This design comes from an exercise in tuning for small area, a short achievable clock period and few clock cycles per item on the open sky130 flow, not from production work. Where RTL was checked, it was by simulation tests only, not by an equivalence proof against the original.

==> inputs of v21 <==
==> flow/design.v (excerpt) <==
module JAM (
input              CLK,
input              RST,
output logic [2:0] W,
output logic [2:0] J,
input        [6:0] Cost,
output logic [3:0] MatchCount,
output logic [8:0] MinCost,
output logic       Valid
);
clock: 10.0 ns
lec_check: 0
cap_margin: 20
core_margin: 2
core_utilization: 40
setup_slack_margin: 5
slew_margin: 20
run.sh (not shown) runs the stock make flow with config.mk's settings and CLKGATE_MAP_FILE= SYNTH_SCRIPT=/design/flow/synth_recipe.tcl, a recipe that flattens the netlist after the stock synthesis.
==> v38 (differences from v21) <==
==> flow/design.v (replaced) <==
module JAM (
input              CLK,
input              RST,
output logic [2:0] W,
output logic [2:0] J,
input        [6:0] Cost,
output logic [3:0] MatchCount,
output logic [8:0] MinCost,
output logic       Valid
);
localparam logic [1:0] PRE  = 2'd0,
                       DFS  = 2'd1,
                       DONE = 2'd2;
logic [1:0] ph;
logic [7:0] c;            
logic       srch;
assign srch = (ph == DFS);
logic [6:0] u  [0:7];     
logic [6:0] v  [0:7];     
logic [7:0] Z  [0:7];     
logic [3:0] S  [0:7];     
logic [2:0] perm [0:7];   
logic [7:0] rm;           
logic [6:0] dl [0:7];     
logic [6:0] m;            
logic [6:0] xr;           
logic [6:0] uf;           
logic [6:0] Cost_r;
logic [5:0] a1, a3, a4;   
logic p1, p3, p4;
assign p1 = (c >= 8'd2)  && (c <= 8'd65);
assign p3 = (c >= 8'd10) && (c <= 8'd73);
assign p4 = (c >= 8'd11) && (c <= 8'd74);
logic [2:0] L;            
logic       iv;           
logic [7:0] mask;         
logic [7:0] rmask;        
logic [7:0] Joh;          
logic [2:0] col [0:7];    
logic [8:0] D   [0:7];    
logic [7:0] minEx;        
logic       found;
logic [3:0] cnt;
logic       ev;
logic [2:0] ew, ej;
logic [7:0] em, erm;
logic [2:0] eW;
logic [9:0] E;            
logic [6:0] LBr;          
logic       espec;        
logic [2:0] aJ;           
logic [7:0] aJoh;
logic       aiv;          
logic       apop;         
function automatic logic [2:0] ffs8(input logic [7:0] x);
    logic [2:0] r;
    r = 3'd0;
    for (int k = 7; k >= 0; k--)
        if (x[k]) r = k;
    ffs8 = r;
endfunction
function automatic logic [7:0] above(input logic [2:0] p);
    above = ~((8'd2 << p) - 8'd1);
endfunction
function automatic logic [7:0] low1(input logic [7:0] x);
    low1 = x & ~(x - 8'd1);
endfunction
function automatic logic [3:0] sat4(input logic [6:0] x);
    sat4 = (x > 7'd15) ? 4'd15 : x[3:0];
endfunction
function automatic logic [3:0] pop8(input logic [7:0] x);
    logic [3:0] r;
    r = 4'd0;
    for (int k = 0; k < 8; k++)
        r = r + {3'd0, x[k]};
    pop8 = r;
endfunction
logic [2:0] ui, vj;
logic [6:0] u_s, v_s;
assign u_s = u[ui];
assign v_s = v[vj];
logic [2:0] kz [0:7];
logic [3:0] kk [0:7];
always_comb
    for (int i = 0; i < 8; i++)
        kk[i] = rm[i] ? {1'b0, kz[i]} : 4'd15;
logic [3:0] k01, k23, k45, k67, k03, k47;
logic [2:0] i01, i23, i45, i67, i03, i47, ipick;
assign {k01, i01} = (kk[1] < kk[0]) ? {kk[1], 3'd1} : {kk[0], 3'd0};
assign {k23, i23} = (kk[3] < kk[2]) ? {kk[3], 3'd3} : {kk[2], 3'd2};
assign {k45, i45} = (kk[5] < kk[4]) ? {kk[5], 3'd5} : {kk[4], 3'd4};
assign {k67, i67} = (kk[7] < kk[6]) ? {kk[7], 3'd7} : {kk[6], 3'd6};
assign {k03, i03} = (k23 < k01) ? {k23, i23} : {k01, i01};
assign {k47, i47} = (k67 < k45) ? {k67, i67} : {k45, i45};
assign ipick      = (k47 < k03) ? i47 : i03;
logic [7:0] mc, ra;
assign mc = mask | Joh;
assign ra = ~(rmask | (8'd1 << W));    
logic [3:0] gr [0:7];                 
always_comb
    for (int i = 0; i < 8; i++)
        gr[i] = (ra[i] && ((Z[i] & ~mc) == 8'd0)) ? S[i] : 4'd0;
logic       fwd;
logic [8:0] Dw, Dw_r;
assign fwd = srch && ev && espec && L == ew + 3'd1;
assign Dw  = fwd ? Dw_r : D[L];
logic [9:0] E_iss;
logic [6:0] LBr_iss;
logic [4:0] sr01, sr23, sr45, sr67;
logic [5:0] sr03, sr47;
assign E_iss = {1'b0, Dw} + {3'd0, u_s} + {3'd0, v_s};
assign sr01 = {1'b0, gr[0]} + {1'b0, gr[1]};
assign sr23 = {1'b0, gr[2]} + {1'b0, gr[3]};
assign sr45 = {1'b0, gr[4]} + {1'b0, gr[5]};
assign sr67 = {1'b0, gr[6]} + {1'b0, gr[7]};
assign sr03 = {1'b0, sr01} + {1'b0, sr23};
assign sr47 = {1'b0, sr45} + {1'b0, sr67};
assign LBr_iss = {1'b0, sr03} + {1'b0, sr47};
logic       skipw;
logic [7:0] okw;
assign skipw = ({5'd0, S[W]} > Dw);
assign okw   = skipw ? Z[W] : 8'hff;
logic [7:0] sib_v, skipped;
assign sib_v   = ~mask & above(J) & okw;
assign skipped = ~mask & above(J) & ~okw;
logic [2:0] pc, Lp;
logic [7:0] pmask, pop_v;
assign Lp    = L - 3'd1;
assign pc    = fwd ? ej : col[Lp];
assign pmask = mask & ~(8'd1 << pc);
assign pop_v = ~mask & above(pc);
logic [10:0] Tr, ex_e;
assign Tr = {1'b0, E} - {4'd0, LBr};
logic pass_e;
assign pass_e = !Tr[10] && ({3'd0, Cost} <= Tr[9:0]);
assign ex_e = {4'd0, Cost} - Tr;
logic [9:0] Dn;
assign Dn = E - {3'd0, Cost};
logic [7:0] emd;
assign emd = em | (8'd1 << ej);
logic e_desc, e_leaf, e_rest;
assign e_desc = srch && ev && pass_e && !espec && ew != 3'd7;
assign e_leaf = srch && ev && pass_e && ew == 3'd7;
assign e_rest = srch && ev && !pass_e && espec;
logic       sq;            
assign sq = e_desc || e_rest;
logic [2:0] ewp, pcw, pWe;
assign ewp = ew - 3'd1;
assign pcw = col[ewp];
assign pWe = perm[ewp];
logic [6:0] mn;
assign mn = (a1[2:0] == 3'd0 || Cost_r < m) ? Cost_r : m;
logic lt, eq;
assign lt = (xr < u_s);
assign eq = (xr == u_s);
logic [7:0] ex_ev, exr, ex_s, exs, ex_min;
assign ex_ev = (srch && ev && !ex_e[10] && ex_e != 11'd0) ? ((ex_e[9:8] != 2'd0) ? 8'hff : ex_e[7:0]) : 8'hff;
assign ex_s  = (srch && iv && !sq && skipped != 8'd0) ? 8'({5'd0, S[W]} - Dw) : 8'hff;
always_comb begin
    ex_min = minEx;
    if (exr < ex_min) ex_min = exr;
    if (exs < ex_min) ex_min = exs;
end
logic pre_last, pass_end, fin, acc;
assign pre_last = (ph == PRE) && (c == 8'd77);
assign pass_end = srch && !iv && !ev && L == 3'd0;
assign fin      = pass_end && found;
logic pe;                  
assign acc      = (ph == PRE) && ((c >= 8'd10 && c <= 8'd66 && c[2:0] == 3'd2) ||
                                  (c >= 8'd68 && c <= 8'd75));
logic step_sib, step_pop;
assign step_sib = iv && sib_v != 8'd0;
assign step_pop = !step_sib && L != 3'd0;
logic cur_zero, spec;
assign cur_zero = Z[W][J];
assign spec     = srch && iv && cur_zero && L != 3'd7;    
logic [2:0] L_nx, J_nx, W_nx;
logic [7:0] Joh_nx, mask_nx, rmask_nx;
logic       iv_nx;
logic [2:0] J_alt;
logic [7:0] Joh_alt;
logic       iv_alt, pop_alt;
always_comb begin
    J_alt   = J;
    Joh_alt = Joh;
    iv_alt  = 1'b0;
    pop_alt = 1'b0;
    if (step_sib) begin
        J_alt   = ffs8(sib_v);
        Joh_alt = low1(sib_v);
        iv_alt  = 1'b1;
    end else if (step_pop) begin
        J_alt   = ffs8(pop_v);
        Joh_alt = low1(pop_v);
        iv_alt  = (pop_v != 8'd0);
        pop_alt = 1'b1;
    end
end
always_comb begin
    L_nx     = L;
    J_nx     = J;
    W_nx     = W;
    Joh_nx   = Joh;
    mask_nx  = mask;
    rmask_nx = rmask;
    iv_nx    = iv;
    if (ph == PRE) begin
        if (pre_last) begin
            L_nx     = 3'd0;
            J_nx     = 3'd0;
            W_nx     = perm[0];
            mask_nx  = 8'd0;
            rmask_nx = 8'd0;
            iv_nx    = 1'b1;
        end else begin
            W_nx = 3'(c + 8'd1);
            J_nx = 3'((c + 8'd1) >> 3);
        end
        Joh_nx = 8'd1 << J_nx;
    end else if (srch) begin
        if (e_desc) begin
            L_nx     = ew + 3'd1;
            W_nx     = perm[ew + 3'd1];
            J_nx     = ffs8(~emd);
            Joh_nx   = low1(~emd);
            mask_nx  = emd;
            rmask_nx = erm | (8'd1 << eW);
            iv_nx    = 1'b1;
        end else if (e_rest) begin
            J_nx   = aJ;
            Joh_nx = aJoh;
            iv_nx  = aiv;
            if (apop) begin
                L_nx     = ewp;
                W_nx     = pWe;
                mask_nx  = em & ~(8'd1 << pcw);
                rmask_nx = erm & ~(8'd1 << pWe);
            end else begin
                L_nx     = ew;
                W_nx     = eW;
                mask_nx  = em;
                rmask_nx = erm;
            end
        end else if (spec) begin
            L_nx     = L + 3'd1;
            W_nx     = perm[L + 3'd1];
            J_nx     = ffs8(~mc);
            Joh_nx   = low1(~mc);
            mask_nx  = mc;
            rmask_nx = rmask | (8'd1 << W);
        end else if (step_sib) begin
            J_nx   = J_alt;
            Joh_nx = Joh_alt;
        end else if (step_pop) begin
            L_nx     = Lp;
            W_nx     = perm[Lp];
            J_nx     = J_alt;
            Joh_nx   = Joh_alt;
            mask_nx  = pmask;
            rmask_nx = rmask & ~(8'd1 << perm[Lp]);
            iv_nx    = iv_alt;
        end else if (iv || ev) begin
            iv_nx = 1'b0;    
        end else if (!found && pe) begin
            J_nx     = 3'd0;
            W_nx     = perm[0];
            Joh_nx   = 8'd1;
            mask_nx  = 8'd0;
            rmask_nx = 8'd0;
            iv_nx    = 1'b1;
        end
    end
end
always_ff @(posedge CLK) begin
    ui     <= (ph == PRE && !pre_last) ? 3'(a4 + 6'd1) : W_nx;
    vj     <= (ph == PRE && !pre_last) ? 3'((a3 + 6'd1) >> 3) : J_nx;
    Cost_r <= Cost;
    Joh    <= Joh_nx;
    for (int i = 0; i < 8; i++)
        kz[i] <= (Z[i] == 8'hff) ? 3'd7 : 3'(pop8(Z[i]));
end
always_ff @(posedge CLK or posedge RST) begin
    if (RST) begin
        ph      <= PRE;
        c       <= 8'd0;
        a1      <= 6'd62;
        a3      <= 6'd54;
        a4      <= 6'd53;
        pe      <= 1'b0;
        L       <= 3'd0;
        W       <= 3'd0;
        J       <= 3'd0;
        iv      <= 1'b0;
        ev      <= 1'b0;
        mask    <= 8'd0;
        rmask   <= 8'd0;
        minEx   <= 8'hff;
        exr     <= 8'hff;
        exs     <= 8'hff;
        found   <= 1'b0;
        cnt     <= 4'd0;
        MinCost <= 9'd0;
    end else begin
        L <= L_nx;
        W <= W_nx;
        J <= J_nx;
        if (c != 8'd84) begin
            c  <= c + 8'd1;
            a1 <= a1 + 6'd1;
            a3 <= a3 + 6'd1;
            a4 <= a4 + 6'd1;
        end
        if (acc || fin)
            MinCost <= MinCost + ((ph == PRE) ? {2'd0, (c <= 8'd66) ? m : uf} : D[0]);
        mask  <= mask_nx;
        rmask <= rmask_nx;
        iv    <= iv_nx;
        case (ph)
        PRE: begin
            if (pre_last)
                ph <= DFS;
        end
        DFS: begin
            pe    <= pass_end && !pe;
            minEx <= (pass_end && pe && !found) ? 8'hff : ex_min;
            exr   <= ex_ev;
            exs   <= ex_s;
            if (e_leaf) begin
                found <= 1'b1;
                cnt   <= cnt + 4'd1;
            end
            ev <= !sq && iv;
            if (fin)
                ph <= DONE;
        end
        default: ;
        endcase
    end
end
always_ff @(posedge CLK) begin
    ew  <= L;
    ej  <= J;
    eW  <= W;
    em  <= mask;
    erm <= rmask;
    E   <= E_iss;
    LBr <= LBr_iss;
    espec <= spec;
    aJ    <= J_alt;
    aJoh  <= Joh_alt;
    aiv   <= iv_alt;
    apop  <= pop_alt;
    m <= mn;
    if (p1 && a1[2:0] == 3'd7)
        v[a1[5:3]] <= mn;
    for (int k = 7; k > 0; k--) dl[k] <= dl[k-1];
    dl[0] <= Cost_r;
    xr <= dl[7] - v_s;
    if (p4) begin
        if (a4[5:3] == 3'd0 || lt) begin
            u[a4[2:0]] <= xr;
            S[a4[2:0]] <= (a4[5:3] == 3'd0) ? 4'd15 : sat4(u_s - xr);
            Z[a4[2:0]] <= 8'd1 << a4[5:3];
        end else if (eq) begin
            Z[a4[2:0]][a4[5:3]] <= 1'b1;
        end else if (sat4(xr - u_s) < S[a4[2:0]]) begin
            S[a4[2:0]] <= sat4(xr - u_s);
        end
    end
    uf <= lt ? xr : u_s;
    if (c == 8'd75)
        rm <= 8'hff;
    if (c >= 8'd76 && c <= 8'd83) begin
        perm[c[2:0] - 3'd4] <= ipick;
        rm[ipick]           <= 1'b0;
    end
    if (pre_last)
        D[0] <= 9'd0;
    else if (pass_end && pe && !fin)
        D[0] <= D[0] + {1'b0, minEx};
    if (srch && ev) begin
        col[ew] <= ej;
        if (ew != 3'd7)
            D[ew + 3'd1] <= Dn[8:0];
    end
    Dw_r <= Dw;
end
assign Valid = (ph == DONE);
assign MatchCount = cnt;
endmodule
ABC_AREA = 1   (was unset)
CTS_BUF_LIST = sky130_fd_sc_hd__clkbuf_8   (was unset)
CTS_CLUSTER_SIZE = 30   (was unset)
==> results.sh <==
export IMPL_pwr_share_clk_pct=44.7
export IMPL_num_antenna_cells=2
export IMPL_syn_num_nets=2901
export IMPL_outcome="complete, no violations"
export IMPL_sequentialPower_mw=2.57
Source of the figures above: v21

==> results.sh <==
export IMPL_outcome="complete, no violations"
export IMPL_tns_ns=0
export IMPL_num_antenna_cells=3
export IMPL_pwr_share_clk_pct=45.3
export IMPL_yosys_warnings=5
Source of the figures above: v38

Testbench counts of v38, summed over its fixed seeds: cycles 4,803, jobs 24.
Function not checked in v21: the RTL went through the layout flow alone.

separate check: timing with driven ports:
The results above use ideal ports. As a check the final layouts listed here were re-extracted and re-timed, cells and wires unchanged. Step 1 sets driving cells, clkbuf_16 on the clock port and buf_2 on the other inputs (assumed; they add their load-dependent delay and slew). Step 2 adds t to the input delays and takes it off the output delays; t is the mean of the earliest and latest rising clock arrival at the registers after step 1. Input paths then give back, and output paths get back, about the clock's delay inside the block. a / b / c = no drivers / after step 1 / after step 2; a / b = the first two.
run	t, ns	setup WS [ns]	worst setup path at the end	slew at the worst register clock pin (ns)
v21	0.700	3.457 / 3.457 / 3.457	register to register	0.07 / 0.07
v38	0.786	5.152 / 5.152 / 4.448	input to register	0.07 / 0.07
After both steps every run listed still meets setup and hold. The setup slack of v38, which loses most, moves by 0.000 ns with the drivers and by -0.704 ns with both steps.
